Background: an optimization exercise with open tools, aiming at small area. Do not read the settings as production practice.
Only simulation tests tie the RTL to the original design; equivalence was not proved.
No driver is modelled on the clock port, so clocking that relies on it looks cheaper here than on a real chip.
Power figures rest on the tool's default switching activity, not on a simulated workload.

==> trial 6 <==
## top_stopwatch
module top_stopwatch(
    input clk,
    input reset,
    input i_btn_run,
    input i_btn_clear,
    input [1:0] i_btn_add,
    input [1:0] i_sw_mode,
    output [3:0] fnd_comm,
    output [7:0] fnd_font,
    output [3:0] led
    );
==> module btn_debounce, before the edit <==
module btn_debounce (
    input  clk,
    input  reset,
    input  i_tick,
    input  i_btn,
    output o_new
);
    reg [3:0] q;
    wire n0 = (i_tick & ~i_btn) | (q[0] & ~i_tick) | (~q[0] & ~q[1] & ~q[3] & i_tick) | (q[0] & q[3]);
    wire n1 = (q[1] & ~i_tick) | (~q[0] & i_tick & i_btn);
    wire n2 = (q[2] & ~i_tick) | (q[1] & i_tick & i_btn);
    wire n3 = (q[3] & ~i_tick) | (q[2] & i_tick & i_btn);
    always @(posedge clk, posedge reset) begin
        if (reset)
            q <= 4'b0001;
        else
            q <= {n3, n2, n1, n0};
    end
    assign o_new = q[2] & q[1] & ~q[3];
endmodule
==> module display, before the edit <==
module display (
    input clk, input reset, input [1:0] i_mode, input i_scan,
    input [6:0] wt_ms, input [5:0] wt_s, input [5:0] wt_m, input [4:0] wt_h,
    input [6:0] sw_ms, input [5:0] sw_s, input [5:0] sw_m, input [4:0] sw_h,
    output [3:0] fnd_comm, output [7:0] fnd_font, output [3:0] led
);
    reg [2:0] sel;
    always @(posedge clk, posedge reset) begin
        if (reset)
            sel <= 3'd0;
        else if (i_scan)
            sel <= sel + 3'd1;
    end
    assign fnd_comm = ~(4'b0001 << sel[1:0]);
    wire k_mode0 = i_mode[0] & ~sel[2];
    wire k_sel1  = sel[1] & ~sel[2];
    wire k_sel0  = sel[0] | sel[2];
    reg  [6:0] val;
    always @(*) begin
        case ({i_mode[1], k_mode0, k_sel1})
            3'b000: val = sw_ms;
            3'b001: val = {1'b0, sw_s};
            3'b010: val = {1'b0, sw_m};
            3'b011: val = {2'b00, sw_h};
            3'b100: val = wt_ms;
            3'b101: val = {1'b0, wt_s};
            3'b110: val = {1'b0, wt_m};
            default: val = {2'b00, wt_h};
        endcase
    end
    wire [3:0] tens = val / 7'd10;
    wire [6:0] ones = val - tens * 7'd10;
    wire [3:0] digit = k_sel0 ? tens : ones[3:0];
    reg [7:0] seg;
    always @(*) begin
        case (digit)
            4'd0: seg = 8'hC0;
            4'd1: seg = 8'hF9;
            4'd2: seg = 8'hA4;
            4'd3: seg = 8'hB0;
            4'd4: seg = 8'h99;
            4'd5: seg = 8'h92;
            4'd6: seg = 8'h82;
            4'd7: seg = 8'hF8;
            4'd8: seg = 8'h80;
            default: seg = 8'h90;
        endcase
    end
    wire dot = (sel[1:0] == 2'b10) & ~digit[3] & ~(digit[2] & (digit[1] | digit[0]));
    assign fnd_font = sel[2] ? {~dot, 7'h7F} : seg;
    assign led = 4'b0001 << i_mode;
endmodule
==> flow/config.mk <==
export PLATFORM = sky130hd
export DESIGN_NAME = top_stopwatch
export DESIGN_NICKNAME = top_stopwatch
export VERILOG_FILES = /design/flow/design.v
export SDC_FILE = /design/flow/constraint.sdc
export NUM_CORES = 4
export LEC_CHECK = 0
export CAP_MARGIN = 20
export CORE_MARGIN = 2
export CORE_UTILIZATION = 80
export SLEW_MARGIN = 20
==> flow/constraint.sdc <==
create_clock -name core_clock -period 12.0 [get_ports {clk}]
set_input_delay 2.4000 -clock core_clock [delete_from_list [all_inputs] [get_ports {clk}]]
set_output_delay 2.4000 -clock core_clock [all_outputs]
set_load 0.01 [all_outputs]
standard.sh (not shown) runs the stock make flow with config.mk's settings and CLKGATE_MAP_FILE= SYNTH_SCRIPT=/design/flow/synth_recipe.tcl, a recipe that flattens the netlist after the stock synthesis.
==> flow/flow/run.sh <==
#!/bin/bash
# Own layout flow: the standard flow (standard.sh) with
#  - the standard synthesis script, but without mapping adders to adder cells
#    before ABC (ADDER_MAP_FILE empty, no Kogge-Stone carry map), so that ABC
#    optimises the counters' incrementers with the rest of the logic, and ABC
#    run with area-oriented scripts
#    (flow/abc_*.abc) instead of ORFS's speed script: each is tried in its own
#    folder and the one giving the smallest cell area is kept; the registers
#    are the standard synthesis's, ABC maps only the logic between them;
#  - port buffers of the smallest buffer (buf_1) instead of the default;
#  - clock tree options from flow/cts_args.txt (no dummy loads), and its
#    buffers then downsized while clock pin slews stay low (flow/post_cts.tcl).
# Each tool's output goes to a log file in the work folder.
set -euo pipefail
W=$(pwd)
F=$W/flow

make_variant() {   # $1 = abc script, $2 = work home, $3 = output script name
  { sed "s#@ABC_SCRIPT@#$1#" "$F/abc_override.tcl"; cat "$W/synth_recipe.tcl"; } > "$W/$3.tcl"
  local extra="SYNTH_SCRIPT=$W/$3.tcl ADDER_MAP_FILE= 'SYNTH_OPERATIONS_ARGS=-no-rw-check'"
  extra="$extra 'BUFFER_PORTS_ARGS=-buffer_cell sky130_fd_sc_hd__buf_1'"
  extra="$extra 'CTS_ARGS=$(cat "$F/cts_args.txt")' POST_CTS_TCL=$F/post_cts.tcl"
  sed -e "s#SYNTH_SCRIPT=[^ ]*#$extra#" -e "s#WORK_HOME=[^ ]*#WORK_HOME=$2#" "$W/standard.sh" > "$W/$3.sh"
}

# try each ABC script
best=""; best_area=""
# at most NUM_CORES tries at a time
jobs_max=${NUM_CORES:-4}
for s in "$F"/abc_*.abc; do
  k=$(basename "$s" .abc)
  make_variant "$s" "$W/try_$k" "synth_$k"
  while (( $(jobs -rp | wc -l) >= jobs_max )); do sleep 1; done
  (bash "$W/synth_$k.sh" synth > "$W/log_synth_$k.txt" 2>&1 || true) &
done
wait || true
for s in "$F"/abc_*.abc; do
  k=$(basename "$s" .abc)
  st="$W/try_$k/reports/$FLOW_PLATFORM/top_stopwatch/base/synth_stat.txt"
  [[ -f $st ]] || continue
  a=$(grep "Chip area for module" "$st" | tail -1 | awk '{print $NF}')
  echo "$k $a" >> "$W/log_synth_areas.txt"
  if [[ -z $best_area ]] || awk -v a="$a" -v b="$best_area" 'BEGIN{exit !(a < b)}'; then
    best=$s; best_area=$a
  fi
done
echo "best: $best $best_area" >> "$W/log_synth_areas.txt"
[[ -n $best ]]

make_variant "$best" "$W/orfs" "own_standard"
# the kept synthesis is run again in the real work home: copy the chosen try
k=$(basename "$best" .abc)
cp -a "$W/try_$k/." "$W/orfs/"
rm -rf "$W"/try_abc_*
bash "$W/own_standard.sh" finish > "$W/log_layout.txt" 2>&1
==> flow/flow/abc_10.abc <==
strash
&get -n
&deepsyn -T 30 -S 6
&put
strash
&get -n
&dch -f
&nf -R 1000 -p -a -A 4
&put
==> flow/flow/abc_11.abc <==
strash
&get -n
&deepsyn -T 30 -S 7
&put
strash
&get -n
&dch -f
&nf -R 1000 -p -a -A 4
&put
==> flow/flow/abc_12.abc <==
strash
ifraig
scorr
dc2
strash
&get -n
&deepsyn -T 60 -S 3
&put
strash
dch -f
map -a
topo
strash
&get -n
&dch -f
&nf -R 1000 -p -C 32 -F 8
&put
==> flow/flow/abc_9.abc <==
strash
&get -n
&deepsyn -T 30 -S 5
&put
strash
&get -n
&dch -f
&nf -R 1000 -p -a -A 4
&put
Other scripts of this flow, unchanged in this note and not shown: flow/flow/abc_1.abc, flow/flow/abc_2.abc, flow/flow/abc_3.abc, flow/flow/abc_4.abc, flow/flow/abc_5.abc, flow/flow/abc_6.abc, flow/flow/abc_7.abc, flow/flow/abc_8.abc, flow/flow/abc_override.tcl, flow/flow/cts_args.txt, flow/flow/post_cts.tcl
==> build 14: changes against trial 6 <==
--- a/flow/design.v
+++ b/flow/design.v
@@ -8,13 +8,11 @@
     reg [3:0] q;
-    wire n0 = (i_tick & ~i_btn) | (q[0] & ~i_tick) | (~q[0] & ~q[1] & ~q[3] & i_tick) | (q[0] & q[3]);
-    wire n1 = (q[1] & ~i_tick) | (~q[0] & i_tick & i_btn);
-    wire n2 = (q[2] & ~i_tick) | (q[1] & i_tick & i_btn);
-    wire n3 = (q[3] & ~i_tick) | (q[2] & i_tick & i_btn);
+    wire g = ~((~q[3] & ~q[2] & q[1] & q[0]) | (q[3] & q[2] & ~q[1]));
+    wire step = i_tick & i_btn;
     always @(posedge clk, posedge reset) begin
         if (reset)
-            q <= 4'b0001;
+            q <= 4'b0000;
         else
-            q <= {n3, n2, n1, n0};
+            q <= ({4{step}} & {q[2:0], g}) | ({4{~i_tick}} & q);
     end
-    assign o_new = q[2] & q[1] & ~q[3];
+    assign o_new = ~q[3] & q[2] & q[1] & q[0];
 endmodule
@@ -170,5 +168,3 @@
     end
-    wire [3:0] tens = val / 7'd10;
-    wire [6:0] ones = val - tens * 7'd10;
-    wire [3:0] digit = k_sel0 ? tens : ones[3:0];
+    wire [3:0] digit = k_sel0 ? val / 7'd10 : val % 7'd10;
     reg [7:0] seg;
--- a/flow/flow/run.sh
+++ b/flow/flow/run.sh
@@ -2,6 +2,3 @@
 # Own layout flow: the standard flow (standard.sh) with
-#  - the standard synthesis script, but without mapping adders to adder cells
-#    before ABC (ADDER_MAP_FILE empty, no Kogge-Stone carry map), so that ABC
-#    optimises the counters' incrementers with the rest of the logic, and ABC
-#    run with area-oriented scripts
+#  - the standard synthesis script, but ABC run with area-oriented scripts
 #    (flow/abc_*.abc) instead of ORFS's speed script: each is tried in its own
@@ -19,3 +16,3 @@
   { sed "s#@ABC_SCRIPT@#$1#" "$F/abc_override.tcl"; cat "$W/synth_recipe.tcl"; } > "$W/$3.tcl"
-  local extra="SYNTH_SCRIPT=$W/$3.tcl ADDER_MAP_FILE= 'SYNTH_OPERATIONS_ARGS=-no-rw-check'"
+  local extra="SYNTH_SCRIPT=$W/$3.tcl"
   extra="$extra 'BUFFER_PORTS_ARGS=-buffer_cell sky130_fd_sc_hd__buf_1'"
CORE_UTILIZATION = 70   (was 80)
removed: flow/flow/abc_10.abc
removed: flow/flow/abc_11.abc
removed: flow/flow/abc_12.abc
removed: flow/flow/abc_9.abc
==> build 20: changes against trial 6 <==
CORE_UTILIZATION = 75   (was 80)
==> results.txt <==
- The highest die area belongs to build 14, the lowest to trial 6.
- Between build 14 and build 20, the lower register-to-register slack is in build 14 (gap 0.12 ns).
- Cell count: build 20 is smaller than build 14 (about 9%).
- In flip-flop and latch count, build 14 and trial 6 do not differ.
- In combinational power, trial 6 and build 20 hardly differ.
- The highest clock skew belongs to trial 6, the lowest to build 20.
- In build 20 the wire length is lower than in trial 6, by 14%.

==> re-timing with driven ports <==
Ports are ideal in the flow. The routed layouts listed here were re-timed in OpenROAD.
Step 1 assumes that a clkbuf_16 drives the clock port and a buf_2 every other input.
Step 2 also shifts input and output timing later by t, the mid clock arrival at the registers, as if the neighbouring blocks saw the same clock.
a / b / c = ideal ports / drivers / drivers and shift; a / b = the first two.
run	t (ns)	setup WS [ns]	slew at the worst register clock pin (ns)
trial 6	0.833	3.000 / 2.976 / 2.976	0.12 / 0.12
build 14	0.799	2.163 / 2.130 / 2.130	0.11 / 0.11
build 20	0.786	2.955 / 2.931 / 2.931	0.11 / 0.11
After both steps setup and hold are still met in every run listed. For build 14, which loses most, drivers alone change the setup slack by -0.033 ns; drivers and shift together by -0.033 ns.
